Context: an optimization exercise on an open-source flow, tuned for small area. The choices shown serve that exercise and are no tape-out recipe. Where RTL was checked, it was by simulation tests only, not by an equivalence proof against the original. The flow treats the clock pin as an ideal source. Dropping or thinning the clock tree relies on that and would not hold on a real chip. Power is estimated from default activity; no workload was simulated.

==> 07-09 <==
Design HC_SR04_module, start of the top module:
module HC_SR04_module (
    input  clk,
    input  reset,
    input  start_trigger,
    input  data,
    output start_tick,
    output [15:0] o_data,
    output done
);
==> module HC_SR04_module, before the edit <==
module HC_SR04_module (
    input  clk,
    input  reset,
    input  start_trigger,
    input  data,
    output start_tick,
    output [15:0] o_data,
    output done
);
    localparam IDLE = 2'd0, START = 2'd1, WAIT = 2'd2, DATA = 2'd3;
    reg [6:0] div;
    wire tick = div[6] & div[5] & div[2];
    reg [1:0] state;
    reg [8:0] q;
    reg [5:0] r;
    reg done_reg;
    wire in_start = (state == START);
    wire in_data  = (state == DATA);
    wire r_last   = r[5] & r[4] & r[3] & r[0];          
    wire r_ninth  = r[3] & r[0];                        
    wire q_last   = q[8] & q[7] & q[3] & q[2] & q[1] & q[0];  
    wire count    = in_data & data & tick;
    assign start_tick = in_start & (r != 6'd0);
    assign o_data = {7'd0, q};
    assign done = done_reg;
    always @(posedge clk, posedge reset) begin
        if (reset) begin
            div <= 7'd0;
        end else begin
            div <= tick ? 7'd1 : div + 7'd1;
        end
    end
    always @(posedge clk, posedge reset) begin
        if (reset) begin
            state <= IDLE;
            q <= 9'd0;
            done_reg <= 1'b0;
        end else begin
            done_reg <= in_data & ~data;
            case (state)
                IDLE:  if (start_trigger) state <= START;
                START: if (tick) begin
                    q <= 9'd0;
                    if (r_ninth) state <= WAIT;
                end
                WAIT:  if (data) state <= DATA;
                DATA:  if (!data) state <= IDLE;
                       else if (tick && r_last) begin
                           q <= q + 9'd1;
                           if (q_last) state <= IDLE;
                       end
            endcase
        end
    end
    always @(posedge clk) begin
        if (!state[0])
            r <= 6'd0;
        else if (tick && (in_start || data))
            r <= r_last ? 6'd0 : r + 6'd1;
    end
endmodule
clock: 12.0 ns
lec_check: 0
abc_area: 1
cap_margin: 20
core_margin: 2
core_utilization: 70
cts_buf_list: sky130_fd_sc_hd__clkbuf_8
slew_margin: 20
run.sh (not shown) runs the stock make flow with config.mk's settings and CLKGATE_MAP_FILE= SYNTH_SCRIPT=/design/flow/synth_recipe.tcl, a recipe that flattens the netlist after the stock synthesis.
==> inputs of 06-24, as changes to 07-09 <==
--- a/flow/design.v
+++ b/flow/design.v
@@ -12,3 +12,3 @@
     reg [6:0] div;
-    wire tick = div[6] & div[5] & div[2];
+    wire tick = div[6] & div[5] & ~div[4] & ~div[2] & div[1] & div[0];
     reg [1:0] state;
@@ -28,5 +28,5 @@
         if (reset) begin
-            div <= 7'd0;
+            div <= 7'h23;
         end else begin
-            div <= tick ? 7'd1 : div + 7'd1;
+            div <= {div[5:0], div[6] ^ div[0] ^ tick};
         end
==> flow/flow/run.sh (new file) <==
#!/bin/bash
# Own layout flow: standard synthesis, then an area re-mapping of its combinational logic
# (registers untouched), then the standard ORFS layout with small port buffers.
set -euo pipefail
W=$PWD
R=$W/orfs/results/$FLOW_PLATFORM/HC_SR04_module/base
F=$W/flow
bash standard.sh synth > $W/log_1_standard_synth.txt 2>&1
cp $R/1_2_yosys.v $W/std_1_2_yosys.v
LIB=$FLOW_HOME/platforms/sky130hd/lib/sky130_fd_sc_hd__tt_025C_1v80.lib \
DONT="sky130_fd_sc_hd__probe_p_8 sky130_fd_sc_hd__probec_p_8 sky130_fd_sc_hd__lpflow_*" \
IN=$W/std_1_2_yosys.v OUT=$W/resyn.v TOP=$FLOW_TOP ABC_SCRIPT=$F/area.abc \
  yosys -c $F/resyn.tcl > $W/log_2_resyn.txt 2>&1
cp $W/resyn.v $R/1_2_yosys.v
rm -f $R/1_synth.odb $R/1_synth.sdc
bash standard.sh BUFFER_PORTS_ARGS="-buffer_cell sky130_fd_sc_hd__buf_1" SKIP_REPAIR_TIE_FANOUT=1 finish > $W/log_3_layout.txt 2>&1
==> flow/flow/area.abc (new file) <==
strash
&get -n
&deepsyn -T 20
&put
dch -f
&get -n
&nf -a
&put
==> flow/flow/resyn.tcl (new file) <==
# Re-map the combinational logic of the standard synthesis netlist for area.
# Flip-flops (and tie cells) are kept as the very same instances, names and cell types.
yosys -import
set lib $::env(LIB)
read_liberty -ignore_miss_func $lib
read_verilog $::env(IN)
hierarchy -top $::env(TOP)
set keep {}
set used [lsort -unique [regexp -all -inline {sky130_fd_sc_hd__\w+} [read [open $::env(IN)]]]]
foreach t $used {
  if {[regexp {^sky130_fd_sc_hd__(df|conb_)} $t]} {
    setattr -mod -set keep_hierarchy 1 $t
    lappend keep $t
  }
}
flatten
hierarchy -top $::env(TOP)
foreach t $keep { blackbox $t }
opt_clean -purge
set dont {}
foreach c $::env(DONT) { lappend dont -dont_use $c }
abc -liberty $lib {*}$dont -script $::env(ABC_SCRIPT)
opt_clean -purge
stat -liberty $lib
write_verilog -noattr -nohex -nodec $::env(OUT)
==> flow/standard.sh (new file) <==
#!/bin/bash
# synth_recipe.tcl (not shown) runs the flow's synth.tcl, then flattens the netlist and writes it again
# the make line also repeats each setting of config.mk as NAME=value (left out here)
make -C /OpenROAD-flow-scripts/flow DESIGN_CONFIG=/design/flow/config.mk WORK_HOME=/design/flow/orfs CLKGATE_MAP_FILE= SYNTH_SCRIPT=/design/flow/synth_recipe.tcl "${@:-finish}"
--- a/flow/config.mk
+++ b/flow/config.mk
@@ -7,3 +7,4 @@
 export LEC_CHECK = 0
-export ABC_AREA = 1
+export ABC_AREA = 0
+export ABC_CLOCK_PERIOD_IN_PS = 100000
 export CAP_MARGIN = 20
@@ -12,2 +13,3 @@
 export CTS_BUF_LIST = sky130_fd_sc_hd__clkbuf_8
+export CTS_CLUSTER_SIZE = 30
 export SLEW_MARGIN = 20
removed: flow/run.sh
==> inputs of 12-11, as changes to 07-09 <==
--- a/flow/config.mk
+++ b/flow/config.mk
@@ -10,3 +10,3 @@
 export CORE_MARGIN = 2
-export CORE_UTILIZATION = 70
+export CORE_UTILIZATION = 40
 export CTS_BUF_LIST = sky130_fd_sc_hd__clkbuf_8
==> inputs of 06-12, as changes to 07-09 <==
--- a/flow/design.v
+++ b/flow/design.v
@@ -12,3 +12,3 @@
     reg [6:0] div;
-    wire tick = div[6] & div[5] & div[2];
+    wire tick = div[6] & div[5] & ~div[4] & ~div[2] & div[1] & div[0];
     reg [1:0] state;
@@ -19,7 +19,7 @@
     wire in_data  = (state == DATA);
-    wire r_last   = r[5] & r[4] & r[3] & r[0];          
-    wire r_ninth  = r[3] & r[0];                        
+    wire r_last   = r[4] & ~r[3] & ~r[2] & ~r[1] & ~r[0];  
+    wire r_ninth  = r[3] & ~r[2];                         
     wire q_last   = q[8] & q[7] & q[3] & q[2] & q[1] & q[0];  
     wire count    = in_data & data & tick;
-    assign start_tick = in_start & (r != 6'd0);
+    assign start_tick = in_start & (r[1] | r[0]);       
     assign o_data = {7'd0, q};
@@ -28,5 +28,5 @@
         if (reset) begin
-            div <= 7'd0;
+            div <= 7'h23;
         end else begin
-            div <= tick ? 7'd1 : div + 7'd1;
+            div <= {div[5:0], div[6] ^ div[0] ^ tick};
         end
@@ -57,5 +57,5 @@
         if (!state[0])
-            r <= 6'd0;
+            r <= 6'h20;
         else if (tick && (in_start || data))
-            r <= r_last ? 6'd0 : r + 6'd1;
+            r <= {r[4:0], r[5] ^ r[0] ^ r_last};
     end
==> flow/flow/run.sh (new file) <==
#!/bin/bash
# Own layout flow: standard synthesis, then an area re-mapping of its combinational logic
# (registers untouched), then the standard ORFS layout with small port buffers and one clock buffer
# (flow/pre_cts.tcl) in place of a clock tree.
set -euo pipefail
W=$PWD
R=$W/orfs/results/$FLOW_PLATFORM/HC_SR04_module/base
F=$W/flow
bash standard.sh synth > $W/log_1_standard_synth.txt 2>&1
cp $R/1_2_yosys.v $W/std_1_2_yosys.v
LIB=$FLOW_HOME/platforms/sky130hd/lib/sky130_fd_sc_hd__tt_025C_1v80.lib \
DONT="sky130_fd_sc_hd__probe_p_8 sky130_fd_sc_hd__probec_p_8 sky130_fd_sc_hd__lpflow_*" \
IN=$W/std_1_2_yosys.v OUT=$W/resyn.v TOP=$FLOW_TOP ABC_SCRIPT=$F/area.abc \
  yosys -c $F/resyn.tcl > $W/log_2_resyn.txt 2>&1
cp $W/resyn.v $R/1_2_yosys.v
rm -f $R/1_synth.odb $R/1_synth.sdc
bash standard.sh BUFFER_PORTS_ARGS="-buffer_cell sky130_fd_sc_hd__buf_1" SKIP_REPAIR_TIE_FANOUT=1 \
  PRE_CTS_TCL=$F/pre_cts.tcl \
  finish > $W/log_3_layout.txt 2>&1
==> flow/flow/area.abc (new file) <==
strash
dc2
&get -n
&deepsyn -T 20
&put
dch -f
&get -n
&nf -a -R 1000
&put
mfs2 -a
strash
dch -f
amap
==> flow/flow/pre_cts.tcl (new file) <==
# Clock distribution for this small design: instead of a clock tree, the flip-flops'
# clock pins are split into 1 groups along the longer side of their spread, and
# each group is driven by one buf_12 placed at the group's centroid, fed by the clock port.
set bufcell sky130_fd_sc_hd__buf_12
set ngroups 1
set dbu [[ord::get_db_tech] getDbUnitsPerMicron]
set sinks {}
foreach p [get_pins -hierarchical */CLK] {
  set bb [[[sta::sta_to_db_pin $p] getInst] getBBox]
  lappend sinks [list [expr {([$bb xMin] + [$bb xMax]) / 2.0}] [expr {([$bb yMin] + [$bb yMax]) / 2.0}] $p]
}
set xs [lmap s $sinks {lindex $s 0}]
set ys [lmap s $sinks {lindex $s 1}]
set w [expr {[tcl::mathfunc::max {*}$xs] - [tcl::mathfunc::min {*}$xs]}]
set h [expr {[tcl::mathfunc::max {*}$ys] - [tcl::mathfunc::min {*}$ys]}]
set sinks [lsort -real -index [expr {$w >= $h ? 0 : 1}] $sinks]
set n [llength $sinks]
for {set g 0} {$g < $ngroups} {incr g} {
  set grp [lrange $sinks [expr {$g * $n / $ngroups}] [expr {($g + 1) * $n / $ngroups - 1}]]
  set sx 0
  set sy 0
  set pins {}
  foreach s $grp {
    set sx [expr {$sx + [lindex $s 0]}]
    set sy [expr {$sy + [lindex $s 1]}]
    lappend pins [lindex $s 2]
  }
  set k [llength $grp]
  set x [expr {$sx / $k / $dbu}]
  set y [expr {$sy / $k / $dbu}]
  puts "clock buffer $g ($bufcell) at $x $y for $k sinks"
  insert_buffer -buffer_cell $bufcell -net clk -load_pins $pins -buffer_name clkbuf_$g -location [list $x $y]
}

# The clock is distributed; the CTS step's clock_tree_synthesis call has nothing left to do.
rename clock_tree_synthesis orfs_clock_tree_synthesis
proc clock_tree_synthesis {args} {
  puts "clock_tree_synthesis skipped: clock buffers inserted by pre_cts.tcl"
}
==> flow/flow/resyn.tcl (new file) <==
# Re-map the combinational logic of the standard synthesis netlist for area.
# Flip-flops (and tie cells) are kept as the very same instances, names and cell types.
yosys -import
set lib $::env(LIB)
read_liberty -ignore_miss_func $lib
read_verilog $::env(IN)
hierarchy -top $::env(TOP)
set keep {}
set used [lsort -unique [regexp -all -inline {sky130_fd_sc_hd__\w+} [read [open $::env(IN)]]]]
foreach t $used {
  if {[regexp {^sky130_fd_sc_hd__(df|conb_)} $t]} {
    setattr -mod -set keep_hierarchy 1 $t
    lappend keep $t
  }
}
flatten
hierarchy -top $::env(TOP)
foreach t $keep { blackbox $t }
opt_clean -purge
set dont {}
foreach c $::env(DONT) { lappend dont -dont_use $c }
abc -liberty $lib {*}$dont -script $::env(ABC_SCRIPT)
opt_clean -purge
stat -liberty $lib
write_verilog -noattr -nohex -nodec $::env(OUT)
==> flow/standard.sh (new file) <==
#!/bin/bash
# synth_recipe.tcl (not shown) runs the flow's synth.tcl, then flattens the netlist and writes it again
# the make line also repeats each setting of config.mk as NAME=value (left out here)
make -C /OpenROAD-flow-scripts/flow DESIGN_CONFIG=/design/flow/config.mk WORK_HOME=/design/flow/orfs CLKGATE_MAP_FILE= SYNTH_SCRIPT=/design/flow/synth_recipe.tcl "${@:-finish}"
--- a/flow/config.mk
+++ b/flow/config.mk
@@ -7,7 +7,8 @@
 export LEC_CHECK = 0
-export ABC_AREA = 1
+export ABC_AREA = 0
+export ABC_CLOCK_PERIOD_IN_PS = 100000
 export CAP_MARGIN = 20
-export CORE_MARGIN = 2
-export CORE_UTILIZATION = 70
-export CTS_BUF_LIST = sky130_fd_sc_hd__clkbuf_8
+export CORE_AREA = 2 2 62 62
+export DIE_AREA = 0 0 64 64
+export PLACE_DENSITY = 0.9
 export SLEW_MARGIN = 20
removed: flow/run.sh
==> summary.txt <==
Xor/xnor share of the synthesized area: 0.005464. The fraction of power consumed by combinational cells is 0.374, and the non-clock buffering overhead in the final layout is 0.07789. The first global-routing pass estimated 5.085 mm of wire.

The routed via count is 1288. The power in sequential cells was 0.0000977 W. The flow ran to the end and the layout has no timing, DRC or antenna violations.

The sequential area share after synthesis was 0.3716.
The numbers above come from 12-11.

==> summary.txt <==
The flow ran to the end and the layout has no timing, DRC or antenna violations. Setup slack closes at 8.088 ns. The number of cells on the worst hold path is 0. The routed layout has 826 vias.

Entering global routing, the biggest net connects 20 pins. The first global-routing pass estimated 3.760 mm of wire. The share of final-layout standard cells stronger than drive strength 1 works out to 0.07018. The fraction of power consumed by combinational cells came out at 0.018. The most used routing layer in global routing was met2. The tools report the required time of the critical path as 12.20 ns.
The numbers above come from 06-24.

==> summary.txt <==
The flow ran to the end and the layout has no timing, DRC or antenna violations. The power in sequential cells came out at 0.0000867 W. The first-pass GRT wire length came out at 2.739 mm. The via count of the first global-routing pass was 602; the final antenna-violating net count was 0. The half-perimeter wire length of the detailed placement result came out at 1.286 mm. Netlist area before placement: 920.9 µm².

The internal power of the cells was 0.0001004 W. The detailed router placed 666 vias in this run. The worst setup path is launched from a primary input. The setup clock skew after layout was 0.003077 ns.
The numbers above come from 06-12.

==> summary.txt <==
The tools report the fraction of power consumed by combinational cells as 0.378. The xor/xnor share of the synthesized area was 0.005464; the routed via count was 1361. For the sequential group, total power comes out at 0.0000982 W. The sequential area share after synthesis is 0.3716. The flow ran to the end and the layout has no timing, DRC or antenna violations.
The numbers above come from 07-09.

Function not checked in 06-24: the RTL went through the layout flow alone. In 06-12 the design's own scripts or RTL, not TritonCTS, make the clock network.

separate check: timing with driven ports:
In the flow no input, the clock included, has a driving cell. The finished layouts below were timed again as built, in two steps. Step 1 assumes that a clkbuf_16 drives the clock port and a buf_2 every other input. Step 2 times the ports against the registers' clock, not the clock port: input delays grow and output delays shrink by t, the midpoint of the rising clock arrivals with the driver on. Slacks: no drivers / after step 1 / after step 2; pairs: no drivers / after step 1.
run	t (ns)	slack for setup (ns)	worst hold slack (ns)	clock arrival spread, ns
07-09	0.297	7.804 / 7.781 / 8.078	0.507 / 0.507 / 0.507	0.004 / 0.004
06-24	0.294	8.088 / 8.083 / 7.789	0.367 / 0.367 / 0.367	0.005 / 0.006
12-11	0.301	7.801 / 7.776 / 8.078	0.497 / 0.497 / 0.497	0.003 / 0.003
06-12	0.157	7.607 / 7.607 / 7.450	0.361 / 0.361 / 0.361	0.003 / 0.003
After both steps every run listed still meets setup and hold. The setup slack of 06-24, which loses most, moves by -0.005 ns with the drivers and by -0.299 ns with both steps.
